Source: an optimization exercise on an open RTL-to-GDS flow (aim: small area). Production flows keep margins and buffers that such runs may drop.
In this exercise RTL edits were held to simulation tests only and were not proved equivalent to the original.
Power and IR drop assume default switching activity.

[design/flow/config.mk]
export PLATFORM = sky130hd
export DESIGN_NAME = UNIT_FINAL
export DESIGN_NICKNAME = UNIT_FINAL
export VERILOG_FILES = /design/flow/design.v
export SDC_FILE = /design/flow/constraint.sdc
export NUM_CORES = 4
export LEC_CHECK = 0
export CAP_MARGIN = 20
export CORE_MARGIN = 2
export CORE_UTILIZATION = 40
export SLEW_MARGIN = 20
[design/flow/constraint.sdc]
create_clock -name core_clock -period 25.0 [get_ports {clk}]
set_input_delay 5.0000 -clock core_clock [delete_from_list [all_inputs] [get_ports {clk}]]
set_output_delay 5.0000 -clock core_clock [all_outputs]
set_load 0.01 [all_outputs]
[design/flow/design.v]
module ad(clk, rst_n, t_data, ad_in, adclk, cs_n, volt);
    input	clk;
    input	rst_n;
    input	[15:0]t_data;  
    input	ad_in;
    output	adclk;
    output	cs_n;
    output	[15:0]volt;
    reg		cs_n;
    reg		adclk;
    reg		[15:0]volt;
    reg		[15:0]rsr;
    reg		[5:0]clk_div;
    reg		[4:0]ad_count;
    always@(posedge clk or negedge rst_n)
    begin
    if(!rst_n)
        cs_n <= 1'b1;
    else if(t_data >= 16'd1 && t_data <= 16'd700)
        cs_n <= 1'b0;
    else
        cs_n <= 1'b1;
    end
    always@(posedge clk or negedge rst_n)
    begin
    if(!rst_n)
        clk_div <= 6'b0;
    else if(cs_n)
        clk_div <= 6'b0;
    else
        begin
        if(clk_div < 6'd39) 
            clk_div <= clk_div + 1'b1;
        else
            clk_div <= 6'b0;
        end
    end
    always@(posedge clk or negedge rst_n) 
    begin
    if(!rst_n)
        adclk <= 1'b1;
    else if(cs_n)
		adclk <= 1'b1;
    else if(clk_div == 6'd19)
        adclk <= 1'b1;
    else if(clk_div == 6'd39)
        begin
        if(ad_count >= 6'd16)
            adclk <= 1'b1;
        else
            adclk <= 1'b0;
        end
    end
    always@(posedge clk or negedge rst_n)
    begin
    if(!rst_n)
        begin
        volt <= 16'b0;
        ad_count <= 5'b0;
        end
    else if(cs_n)
        begin
        volt <= rsr;
        ad_count <= 5'b0;
        end
    else if(clk_div == 6'd39)
        begin
        if(ad_count < 5'd16)
            ad_count <= ad_count + 1'b1;
        else
            ad_count <= 5'd16;
        end
    end
    always@(posedge clk or negedge rst_n)
    begin
    if(!rst_n)
        rsr <= 16'b0;
    else if(clk_div == 6'd19)
        begin
        if(ad_count < 5'd16)
            begin
            rsr[0] <= ad_in;
            rsr[15:1] <= rsr[14:0];
            end
        end
    end
endmodule
module DoublePulse (
  input enable,
  input clk,
  input rst_n,
  input TEM,
  output reg K1,
  output reg K2
);
parameter SHAKE_TIMES=2; 
parameter WORK_DELAY_TIMES=249; 
reg [1:0]sigin_syn;
reg [7:0]cnt_work_delay; 
reg [7:0]cnt_1us;
reg [7:0]cnt_shake; 
reg [7:0]cnt_lowshake; 
always@(posedge clk or negedge rst_n)
begin 
	if(!rst_n)
	sigin_syn<=2'b0;
	else
	sigin_syn<={sigin_syn[0],TEM};
end 
always@(posedge clk or negedge rst_n)
begin
	if(!rst_n)
	cnt_1us<=8'd0;
	else if(sigin_syn[0]!=sigin_syn[1])
	cnt_1us<=8'd0;
	else if(cnt_1us==8'd99)
	cnt_1us<=8'd0;
	else 
	cnt_1us<=cnt_1us+1'b1;
end 
always@(posedge clk or negedge rst_n)   
begin 
	if(!rst_n)
	cnt_shake<=8'd0;
	else if(~sigin_syn[1])
	cnt_shake<=8'd0;
	else if(cnt_shake<8'd250&&cnt_1us==8'd99)
	cnt_shake<=cnt_shake +1'b1;
end
always@(posedge clk or negedge rst_n)   
begin 
	if(!rst_n)
	cnt_lowshake<=8'd0;
	else if(sigin_syn[1])
	cnt_lowshake<=8'd0;
	else if(cnt_lowshake<8'd250&&cnt_1us==8'd99)
	cnt_lowshake<=cnt_lowshake +1'b1;
end
always@(posedge clk or negedge rst_n)
begin 
	if(!rst_n) begin
		K1<=1'b0;
		K2<=1'b0;
	end
	else if((cnt_shake>(SHAKE_TIMES))) begin
		K1<=1'b0;
		K2<=1'b0;	
	end
	else if((cnt_lowshake>(SHAKE_TIMES)))begin
		K1 <= 1'b1;
		K2 <= 1'b1;	
	end
end 
endmodule
 module err_high_detect (
						clk			,
						rst_n		,
						time_1us    ,
						reset_unit	,
						signal_in	,
						signal_out  ,
						delay_tims	
						);
input clk			;
input rst_n			;
input time_1us    	;
input reset_unit	;
input signal_in	;
output reg signal_out	;
input [13:0]delay_tims;
    parameter DEBOUNCE_TIME = 4; 
    reg [8:0] count;  
    reg signal_in_dly;  
    always @(posedge clk or negedge rst_n) begin
        if (!rst_n)
            signal_in_dly <= 0;
        else
            signal_in_dly <= signal_in;
    end
    always @(posedge clk or negedge rst_n) begin
            if (!rst_n) begin
                count <= 0;
                signal_out <= 0;
            end else if (signal_in == signal_in_dly) begin
                if (count < DEBOUNCE_TIME) begin
                    count <= count + 1;
                end else begin
                    signal_out <= signal_in_dly;  
                end
            end else begin
                count <= 0;  
                signal_out <= 0;  
            end
    end
endmodule 
`timescale  1ns/1ns
module  uart_rx
#(
    parameter   UART_BPS    =   'd9600,          
    parameter   CLK_FREQ    =   'd40_000_000     
)
(
    input   wire            sys_clk     ,    
    input   wire            sys_rst_n   ,    
    input   wire            rx          ,    
    output  reg     [7:0]   po_data     ,    
    output  reg             po_flag          
);
localparam  BAUD_CNT_MAX    =   CLK_FREQ/UART_BPS   ;
reg         rx_reg1     ;
reg         rx_reg2     ;
reg         rx_reg3     ;
reg         start_nedge ;
reg         work_en     ;
reg [12:0]  baud_cnt    ;
reg         bit_flag    ;
reg [3:0]   bit_cnt     ;
reg [7:0]   rx_data     ;
reg         rx_flag     ;
always@(posedge sys_clk or negedge sys_rst_n)
    if(sys_rst_n == 1'b0)
        rx_reg1 <= 1'b1;
    else
        rx_reg1 <= rx;
always@(posedge sys_clk or negedge sys_rst_n)
    if(sys_rst_n == 1'b0)
        rx_reg2 <= 1'b1;
    else
        rx_reg2 <= rx_reg1;
always@(posedge sys_clk or negedge sys_rst_n)
    if(sys_rst_n == 1'b0)
        rx_reg3 <= 1'b1;
    else
        rx_reg3 <= rx_reg2;
always@(posedge sys_clk or negedge sys_rst_n)
    if(sys_rst_n == 1'b0)
        start_nedge <= 1'b0;
    else    if((~rx_reg2) && (rx_reg3))
        start_nedge <= 1'b1;
    else
        start_nedge <= 1'b0;
always@(posedge sys_clk or negedge sys_rst_n)
    if(sys_rst_n == 1'b0)
        work_en <= 1'b0;
    else    if(start_nedge == 1'b1)
        work_en <= 1'b1;
    else    if((bit_cnt == 4'd8) && (bit_flag == 1'b1))
        work_en <= 1'b0;
always@(posedge sys_clk or negedge sys_rst_n)
    if(sys_rst_n == 1'b0)
        baud_cnt <= 13'b0;
    else    if((baud_cnt == BAUD_CNT_MAX - 1) || (work_en == 1'b0))
        baud_cnt <= 13'b0;
    else    if(work_en == 1'b1)
        baud_cnt <= baud_cnt + 1'b1;
always@(posedge sys_clk or negedge sys_rst_n)
    if(sys_rst_n == 1'b0)
        bit_flag <= 1'b0;
    else    if(baud_cnt == BAUD_CNT_MAX/2 - 1)
        bit_flag <= 1'b1;
    else
        bit_flag <= 1'b0;
always@(posedge sys_clk or negedge sys_rst_n)
    if(sys_rst_n == 1'b0)
        bit_cnt <= 4'b0;
    else    if((bit_cnt == 4'd8) && (bit_flag == 1'b1))
        bit_cnt <= 4'b0;
     else    if(bit_flag ==1'b1)
         bit_cnt <= bit_cnt + 1'b1;
always@(posedge sys_clk or negedge sys_rst_n)
    if(sys_rst_n == 1'b0)
        rx_data <= 8'b0;
    else    if((bit_cnt >= 4'd1)&&(bit_cnt <= 4'd8)&&(bit_flag == 1'b1))
        rx_data <= {rx_reg3, rx_data[7:1]};
always@(posedge sys_clk or negedge sys_rst_n)
    if(sys_rst_n == 1'b0)
        rx_flag <= 1'b0;
    else    if((bit_cnt == 4'd8) && (bit_flag == 1'b1))
        rx_flag <= 1'b1;
    else
        rx_flag <= 1'b0;
always@(posedge sys_clk or negedge sys_rst_n)
    if(sys_rst_n == 1'b0)
        po_data <= 8'b0;
    else    if(rx_flag == 1'b1)
        po_data <= rx_data;
always@(posedge sys_clk or negedge sys_rst_n)
    if(sys_rst_n == 1'b0)
        po_flag <= 1'b0;
    else
        po_flag <= rx_flag;
endmodule
`timescale  1ns/1ns
module  uart_tx
#(
    parameter   UART_BPS    =   'd9600,          
    parameter   CLK_FREQ    =   'd40_000_000     
)
(
     input   wire            sys_clk     ,    
     input   wire            sys_rst_n   ,    
     input   wire    [7:0]   pi_data     ,    
     input   wire            pi_flag     ,    
     output  reg             tx               
);
localparam  BAUD_CNT_MAX    =   CLK_FREQ/UART_BPS   ;
reg [12:0]  baud_cnt;
reg         bit_flag;
reg [3:0]   bit_cnt ;
reg         work_en ;
always@(posedge sys_clk or negedge sys_rst_n)
        if(sys_rst_n == 1'b0)
            work_en <= 1'b0;
        else    if(pi_flag == 1'b1)
            work_en <= 1'b1;
        else    if((bit_flag == 1'b1) && (bit_cnt == 4'd9))
            work_en <= 1'b0;
always@(posedge sys_clk or negedge sys_rst_n)
        if(sys_rst_n == 1'b0)
            baud_cnt <= 13'b0;
        else    if((baud_cnt == BAUD_CNT_MAX - 1) || (work_en == 1'b0))
            baud_cnt <= 13'b0;
        else    if(work_en == 1'b1)
            baud_cnt <= baud_cnt + 1'b1;
always@(posedge sys_clk or negedge sys_rst_n)
        if(sys_rst_n == 1'b0)
            bit_flag <= 1'b0;
        else    if(baud_cnt == 13'd1)
            bit_flag <= 1'b1;
        else
            bit_flag <= 1'b0;
always@(posedge sys_clk or negedge sys_rst_n)
    if(sys_rst_n == 1'b0)
        bit_cnt <= 4'b0;
    else    if((bit_flag == 1'b1) && (bit_cnt == 4'd9))
        bit_cnt <= 4'b0;
    else    if((bit_flag == 1'b1) && (work_en == 1'b1))
        bit_cnt <= bit_cnt + 1'b1;
always@(posedge sys_clk or negedge sys_rst_n)
        if(sys_rst_n == 1'b0)
            tx <= 1'b1;  
        else    if(bit_flag == 1'b1)
            case(bit_cnt)
                0       : tx <= 1'b0;
                1       : tx <= pi_data[0];
                2       : tx <= pi_data[1];
                3       : tx <= pi_data[2];
                4       : tx <= pi_data[3];
                5       : tx <= pi_data[4];
                6       : tx <= pi_data[5];
                7       : tx <= pi_data[6];
                8       : tx <= pi_data[7];
                9       : tx <= 1'b1;
                default : tx <= 1'b1;
            endcase
endmodule
`timescale  1ns/1ns
module  rs232
(
    input   wire    sys_clk     ,    
    input   wire    sys_rst_n   ,    
    input   wire    rx          ,    
    output  wire    tx               
);
parameter   UART_BPS    =   14'd9600        ,    
            CLK_FREQ    =   26'd40_000_000  ;    
wire    [7:0]   po_data;
wire            po_flag;
uart_rx
#(
    .UART_BPS    (UART_BPS  ),   
    .CLK_FREQ    (CLK_FREQ  )    
)
uart_rx_inst
(
    .sys_clk    (sys_clk    ),   
    .sys_rst_n  (sys_rst_n  ),   
    .rx         (rx         ),   
    .po_data    (po_data    ),   
    .po_flag    (po_flag    )    
);
uart_tx
#(
    .UART_BPS    (UART_BPS  ),   
    .CLK_FREQ    (CLK_FREQ  )    
)
uart_tx_inst
(
    .sys_clk    (sys_clk    ),   
    .sys_rst_n  (sys_rst_n  ),   
    .pi_data    (po_data    ),   
    .pi_flag    (po_flag    ),   
    .tx         (tx         )    
);
endmodule
module UNIT_FINAL(
               input	clk,
					input sys_rst_n,
					input	ad_in,
					output	adclk,
					input   TEM,
					input    rx,
					input [3:0]ERR, 
					output   tx,
					output   cs_n,
					output	K_1 ,
					output	K_2 ,
					output	K_3 ,
					output	K_4 ,
					output	LED1,
					output	LED2,
					output	LED3,
					output	LED4,
					output	LED5, 
					output	LED7, 
					output	LED8, 
					output	LED9, 
					output	LED10 
				);
	reg		LED1_reg,LED2_reg,LED3_reg,LED4_reg,LED5_reg;
	reg		[19:0]t;
	reg		[15:0]tri_200us;
    reg		[15:0]tri_20us;
	reg	 EnableOut;
	wire	[15:0]volt;
    assign LED1 = LED1_reg;
	assign LED2 = LED2_reg;
	assign LED3 = LED3_reg;
	assign LED4 = LED4_reg;
	assign LED5 = LED5_reg;
wire [3:0] igbt_err;
assign LED7=~igbt_err[3]; 
assign LED8=~igbt_err[2];
assign LED9=~igbt_err[1];	
assign LED10=~igbt_err[0];
always@(posedge clk or negedge sys_rst_n)
	begin
	if(!sys_rst_n)
		t <= 20'h0;
	else if(t < 20'hFFFFF)
		t <= t + 1'b1;
	else
		t <= 20'hFFFFF;
	end
always@(posedge clk or negedge sys_rst_n)
	begin
	  if(!sys_rst_n)
		tri_200us <= 16'b0;
	  else if(t < 20'h0FFF)
		tri_200us <= 16'b0;
	  else 
	   begin
	     if(tri_200us < 16'd7999) 
		 tri_200us <= tri_200us + 1'b1;   
	     else
		 begin
		 tri_200us <= 16'b0;
		 end
	   end
	end
	ad ad
	(   .clk      (clk     ),   
		.rst_n    (sys_rst_n),
		.t_data(tri_200us),
		.ad_in    (ad_in   ),
		.adclk    (adclk   ),
		.cs_n     (cs_n    ),
 		.volt     (volt    )
	);
		always@(posedge clk or negedge sys_rst_n)
	 begin
		 if(!sys_rst_n)
		   begin
			  LED1_reg <=1; 
			  LED2_reg <=1; 
			  LED3_reg <=1; 
			  LED4_reg <=1; 
			  LED5_reg <=1; 
			  EnableOut<=0;
		   end
		 else if(t>=20'hFFFF)
		    begin
		       if((volt > 16'h0000)&&(volt <=16'h0860))
			   begin
				  LED4_reg <=0; 
				  EnableOut<=0;
				 end		
			   else if((volt > 16'h800)&&(volt <=16'h8b0)) 
			   begin
			      LED1_reg <=1; 
				  LED2_reg <=1; 
				  LED4_reg <=1; 
				  LED5_reg <=1;
				  LED3_reg <=0; 
				  EnableOut<=0;
				 end
			   else if((volt > 16'h8b0)&&(volt <=16'hc0c)) 
			   begin
			      LED1_reg <=1; 
				  LED3_reg <=1; 
				  LED4_reg <=1; 
				  LED5_reg <=1;
				  LED2_reg <=0; 
				  EnableOut<=1;
				 end				 
			  else if(volt > 16'hc0c) 
			   begin
				  LED2_reg <=1; 
				  LED3_reg <=1; 
				  LED4_reg <=1; 
				  LED5_reg <=1;
				  LED1_reg <=0; 
				  EnableOut<=0;
				 end
			  else 
			   begin
			      LED1_reg <=1; 
				  LED2_reg <=1; 
				  LED3_reg <=1; 
				  LED4_reg <=1; 
				  LED5_reg <=1;  
				  EnableOut<=0;
			end   end
		 else 
		   begin
			  LED1_reg <=1; 
			  LED2_reg <=1; 
			  LED3_reg <=1; 
			  LED4_reg <=1; 
			  LED5_reg <=1; 
			  EnableOut<=0;
		  end
	end
DoublePulse DoublePulse1(
	    .enable ( 1'b1 ),
		.clk ( clk   ),
		.rst_n ( sys_rst_n ),
		.TEM ( TEM   ),
		.K1 ( K_1   ),
		.K2 ( K_2    )
	);
	DoublePulse DoublePulse4(
		.enable ( 1'b1 ),
		.clk ( clk   ),
		.rst_n ( sys_rst_n ),
		.TEM ( TEM   ),
		.K1 ( K_3   ),
		.K2 ( K_4   )
		);
   rs232  rs232
(
   . sys_clk   (clk  ) ,    
   . sys_rst_n (sys_rst_n) ,    
   . rx        (rx       ) ,    
   . tx        (tx       )      
);
wire time_1us;
wire time_1ms;	
wire time_100ns;
parameter COUNT_1US=39;
parameter COUNT_1MS=999;
parameter COUNT_100NS = 3;
reg [5:0]cnt_time;
reg	[10:0]cnt_time1ms;
reg [3:0] cnt_time100ns;
always@(posedge clk or negedge sys_rst_n)
begin 
	if(!sys_rst_n)
	cnt_time<=0;
	else if(cnt_time==COUNT_1US)
	cnt_time<=0;
	else 
	cnt_time<=cnt_time+1'b1;
end 
always@(posedge clk or negedge sys_rst_n)
begin 
	if(!sys_rst_n)
	cnt_time1ms<=0;
	else if(cnt_time1ms==COUNT_1MS)
	cnt_time1ms<=0;
	else if(cnt_time==COUNT_1US) 
	cnt_time1ms<=cnt_time1ms+1'b1;
end 
always @(posedge clk or negedge sys_rst_n)
begin
    if (!sys_rst_n)
        cnt_time100ns <= 0;
    else if (cnt_time100ns == COUNT_100NS)
        cnt_time100ns <= 0;
    else
        cnt_time100ns <= cnt_time100ns + 1'b1;
end
assign time_1us = (cnt_time>6'd19)?1'b1:1'b0;
assign time_1ms = (cnt_time1ms>11'd499)?1'b1:1'b0; 
assign time_100ns = (cnt_time100ns > 4'd3) ? 1'b1 : 1'b0;
err_high_detect err1(
						.clk(clk),
						.rst_n(sys_rst_n),
						.time_1us(time_100ns), 
						.reset_unit(1'b0),
						.signal_in(~ERR[0]),
						.signal_out(igbt_err[0]),
						.delay_tims(14'd1) 
						);
err_high_detect err2(
						.clk(clk),
						.rst_n(sys_rst_n),
						.time_1us(time_100ns), 
						.reset_unit(1'b0),
						.signal_in(~ERR[1]),
						.signal_out(igbt_err[1]),
						.delay_tims(14'd1) 
						);
err_high_detect err3(
						.clk(clk),
						.rst_n(sys_rst_n),
						.time_1us(time_100ns), 
						.reset_unit(1'b0),
						.signal_in(~ERR[2]),
						.signal_out(igbt_err[2]),
						.delay_tims(14'd1) 
						);
err_high_detect err4(
						.clk(clk),
						.rst_n(sys_rst_n),
						.time_1us(time_100ns), 
						.reset_unit(1'b0),
						.signal_in(~ERR[3]),
						.signal_out(igbt_err[3]),
						.delay_tims(14'd1) 
						);	
endmodule	
[design/flow/run.sh]
#!/bin/bash
# synth_recipe.tcl (not shown) runs the flow's synth.tcl, then flattens the netlist and writes it again
# the make line also repeats each setting of config.mk as NAME=value (left out here)
make -C /OpenROAD-flow-scripts/flow DESIGN_CONFIG=/design/flow/config.mk WORK_HOME=/design/flow/orfs CLKGATE_MAP_FILE= SYNTH_SCRIPT=/design/flow/synth_recipe.tcl finish
==> summary.txt <==
per-stage QoR:
stage	instances	setup WS, ns	util [%]
after CTS	1396	17.90	46.6
after floorplan	1012	19.12	-
after global routing	1396	17.85	46.6
after detailed placement	1346	18.43	42.9
final	1396	17.95	46.6
after global placement	1346	18.45	42.9
metal layers:
layer	wire length, µm	part of all wire (%)	vias up	global-route usage, %
met1	9270	50	3555	19.2
met5	0	0	-	0
li1	-	-	3633	-
met2	8380	45	71	21.9
met4	489	2.6	0	4.12
met3	428	2.3	30	2.07
Yosys cell counts (all sizes together), types with 5 or more instances:
master  number
clkbuf      30
nor2b       28
nor3        23
o211a        5
ha          37
xor2        33
mux2        52
nor2       105
or4         20
nand3       44
nand4       22
mux2i        8
o21ai       29
buf          6
nand2       70
dfstp       10
and3         7
a21oi       34
or3          9
a31oi       12
nor4        26
nand2b       7
o31ai       19
dfrtp      232
and2        10
xnor2       37
inv         37
and4        11
cell families after synthesis:
| logic type | count (synthesis) | share of synthesized area [%] |
|---|---|---|
| compound gates | 129 | 7.70 |
| xor+xnor | 70 | 5.56 |
| fa+ha+maj | 37 | 4.20 |
| buf+inv | 73 | 2.68 |
| flops | 242 | 55.0 |
| mux | 60 | 6.04 |
| other cells | 2 | 0.0681 |
| simple gates | 397 | 18.7 |
final cells by class:
| type | count | area, µm² | area share [%] |
|---|---|---|---|
| Clock buffer | 30 | 707 | 5.61 |
| Clock inverter | 20 | 297 | 2.35 |
| Inverter | 37 | 139 | 1.10 |
| Multi-Input combinational cell | 697 | 4680 | 37.1 |
| Sequential cell | 242 | 6070 | 48.2 |
| Tap cell | 341 | 427 | 3.39 |
| Timing Repair Buffer | 29 | 280 | 2.23 |
power by group:
part           total, mW  internal, mW  switching (mW)  leakage [nW]
Clock              0.435         0.269           0.166         0.482
Sequential         0.422         0.408          0.0144          3.27
Combinational     0.0554        0.0231          0.0323          1.89
how the worst max path moves through the flow:
stage	to	slack (ns)	cells past startpoint
after global placement	DoublePulse4.K1	18.45	2
after detailed placement	DoublePulse4.K1	18.43	2
final	cs_n	17.95	1
after CTS	cs_n	17.90	1
after floorplan	err1.signal_out	19.12	5
after global routing	cs_n	17.85	1
cells in the final DEF, fill, tap and decap left out, types with 7 or more instances in the layout:
master,instances
o21ai_0,28
nor4_1,26
dfrtp_1,232
clkbuf_16,27
nor3_1,23
a21oi_1,34
dfstp_2,10
or3_1,9
and3_1,7
or4_1,20
nand2_1,70
mux2_2,52
ha_1,37
xnor2_1,37
xor2_1,33
o31ai_1,19
nor2b_1,28
nand2b_1,7
and4_1,11
nand4_1,22
a31oi_1,12
inv_1,37
and2_1,10
clkdlybuf4s50_1,22
nor2_1,105
mux2i_1,8
nand3_1,44
worst register-to-register path, cell delays in order, from the launching register on:
cell     delay [ns]
dfrtp_1        0.38
ha_1           0.25
nor4b_2        0.35
nand2_1        0.43
or4_1          0.63
a21oi_1        0.15
==> summary.txt <==
Logic synthesis
  • Synth area leaders: dfrtp_1 (53%), mux2_2 (5.3%), ha_1 (4.2%)
  • Synthesis Warnings: 6
  • Area of the mapped netlist: 11,000 µm²
  • Share of synthesized registers carrying an async set or reset: between 90% and 100%
  • Cell taking the most area after synthesis: dfrtp_1
  • Register area share after synthesis: a little under three fifths
  • Mapped Avg Cell Area: 10.9 µm²
  • Synth Flop Type: dfrtp_1
  • Syn Inst Count: 1,010
  • Post-synth top area share: 52.6%
  • Number of flops mapped to enable cells by yosys: 0
  • Number of synthesized register bits: 242
  • Distinct cells, synth: 63

Clock network
  • CTS root buf: clkbuf_16
  • Worst-path clk slew: roughly 0.06 ns
  • Post-CTS setup buffers: 0
  • Cts hold-fix bufs: 0
  • PostCTS Resize Cnt: 0
  • Clock latency on the worst-skew pair: 0.54 ns
  • CTS tree: built
  • Worst-case clock buffer depth: 3
  • Clock Sinks: 242
  • Number of CTS-inserted buffers: 27
  • H-tree levels: 1

Floorplan
  • Initial core utilization: 40.8%
  • Die Ht: 170 µm
  • Core area: 27,000 µm²
  • Chip width: 170 µm
  • Die area: ~29,000 µm²
  • I/O pins: 25
  • Row cnt: 60

Place
  • I/O Buffers: 23
  • RD Place Congestion: 0.765
  • Post-detail-place hpwl: 11,800 µm
  • Post-place instance area: 11,600 µm²

Detailed routing
  • Post-route DRC: 0
  • Via Count: around 7,300
  • Antenna Nets Post-Route: 0
  • Detailed Route Iter0 Violations: 480
  • DRT Pass-1 Iters: 5
  • WL per Instance: around 13 µm
  • Final WL: 18,600 µm
  • Vias per inst: between 5 and 6

Flow run
  • Max_cap viols: 0

Setup path
  • Critical path fanouts, max: 26
  • CP bufs+invs: 1
  • Worst Setup SP: ad.cs_n
  • Crit end category: primary output
  • Worst setup SP type: flip-flop
  • Reg2reg setup slack: about 23 ns
  • WS Path Type: reg -> out
  • Worst R2R Path Depth: 5
  • Reg-to-reg endpoint: DoublePulse1.cnt_lowshake[5]
  • Family with the most delay on the worst path: flip-flops
  • Critical Path AT: 2.05 ns
  • Slowest CP cell: dfstp_2
  • CP required: 20.00 ns
  • Crit-path cells: clkdlybuf4s50_1
  • Largest stage delay, worst path: 0.87 ns
  • Reg2reg start: DoublePulse1.cnt_1us[0]

GRT
  • Initial antenna violation count: 0
  • GRT Util Overall: 13.7%
  • First-pass GRT wire length: 33,800 µm
  • GR Overflow Total: 0
  • Vias in the first global route: 7,212
  • Largest net degree at the start of global routing: 113

Timing
  • Final worst path period share: 28.2%
  • Worst clock skew: 0.0100 ns
  • Final setup viols: 0
  • Post-route minimum period: 7.05 ns
  • Rel. slew slack: 45.2%
  • Max Clock Freq: 0.142 GHz
  • Hold Vio Cnt, Final: 0
  • Sum Neg Setup Slack: 0 ns
  • Final Max Tran Viols: 0
  • Min Hold Slack: 0.364 ns
  • Worst Max-Slew Pin Slew: 0.823 ns
  • RSZ-0062 raised after global routing: false

Pwr
  • Power per cell area: 72.5 nW/µm²
  • Overall power: just over 0.9 mW
  • LEAKAGE: 5.65 nW
  • Peak VDD IR: 0.0000586 V

Final layout
  • # fillers: 2,489
  • Max reg flops: 20
  • Area Overhead vs Synth: 14.2%
  • N_diodes: 0
  • Top reg by flops: t
  • Final net count: 1,080
  • Share of cells above drive strength 1: 12.0%
  • Design area: 12,600 µm²

Worst hold path
  • Min-Delay Endpoint: rs232.uart_rx_inst.rx_reg2
  • Min-Delay Path Class: reg -> reg
  • Hold depth: 0
  • Worst hold path startpoint: rs232.uart_rx_inst.rx_reg1

Outcome
  • Status: finished clean

## what the ideal ports hide
The results above use ideal ports. As a check the final layout listed here was re-extracted and re-timed, cells and wires unchanged.
Step 1 sets driving cells, clkbuf_16 on the clock port and buf_2 on the other inputs (assumed; they add their load-dependent delay and slew).
Step 2 times the ports against the registers' clock, not the clock port: input delays grow and output delays shrink by t, the midpoint of the rising clock arrivals with the driver on.
Slacks: no drivers / after step 1 / after step 2; pairs: no drivers / after step 1.
shift t [ns]: 0.584
setup WS [ns]: 17.948 / 17.901 / 18.485
worst setup path after step 2: register to output
slew at the worst register clock pin (ns): 0.06 / 0.06
worst data-port slew with drivers (ns): 0.05
After both steps this run still meets setup and hold. For this run, drivers alone change the setup slack by -0.047 ns; drivers and shift together by +0.537 ns.
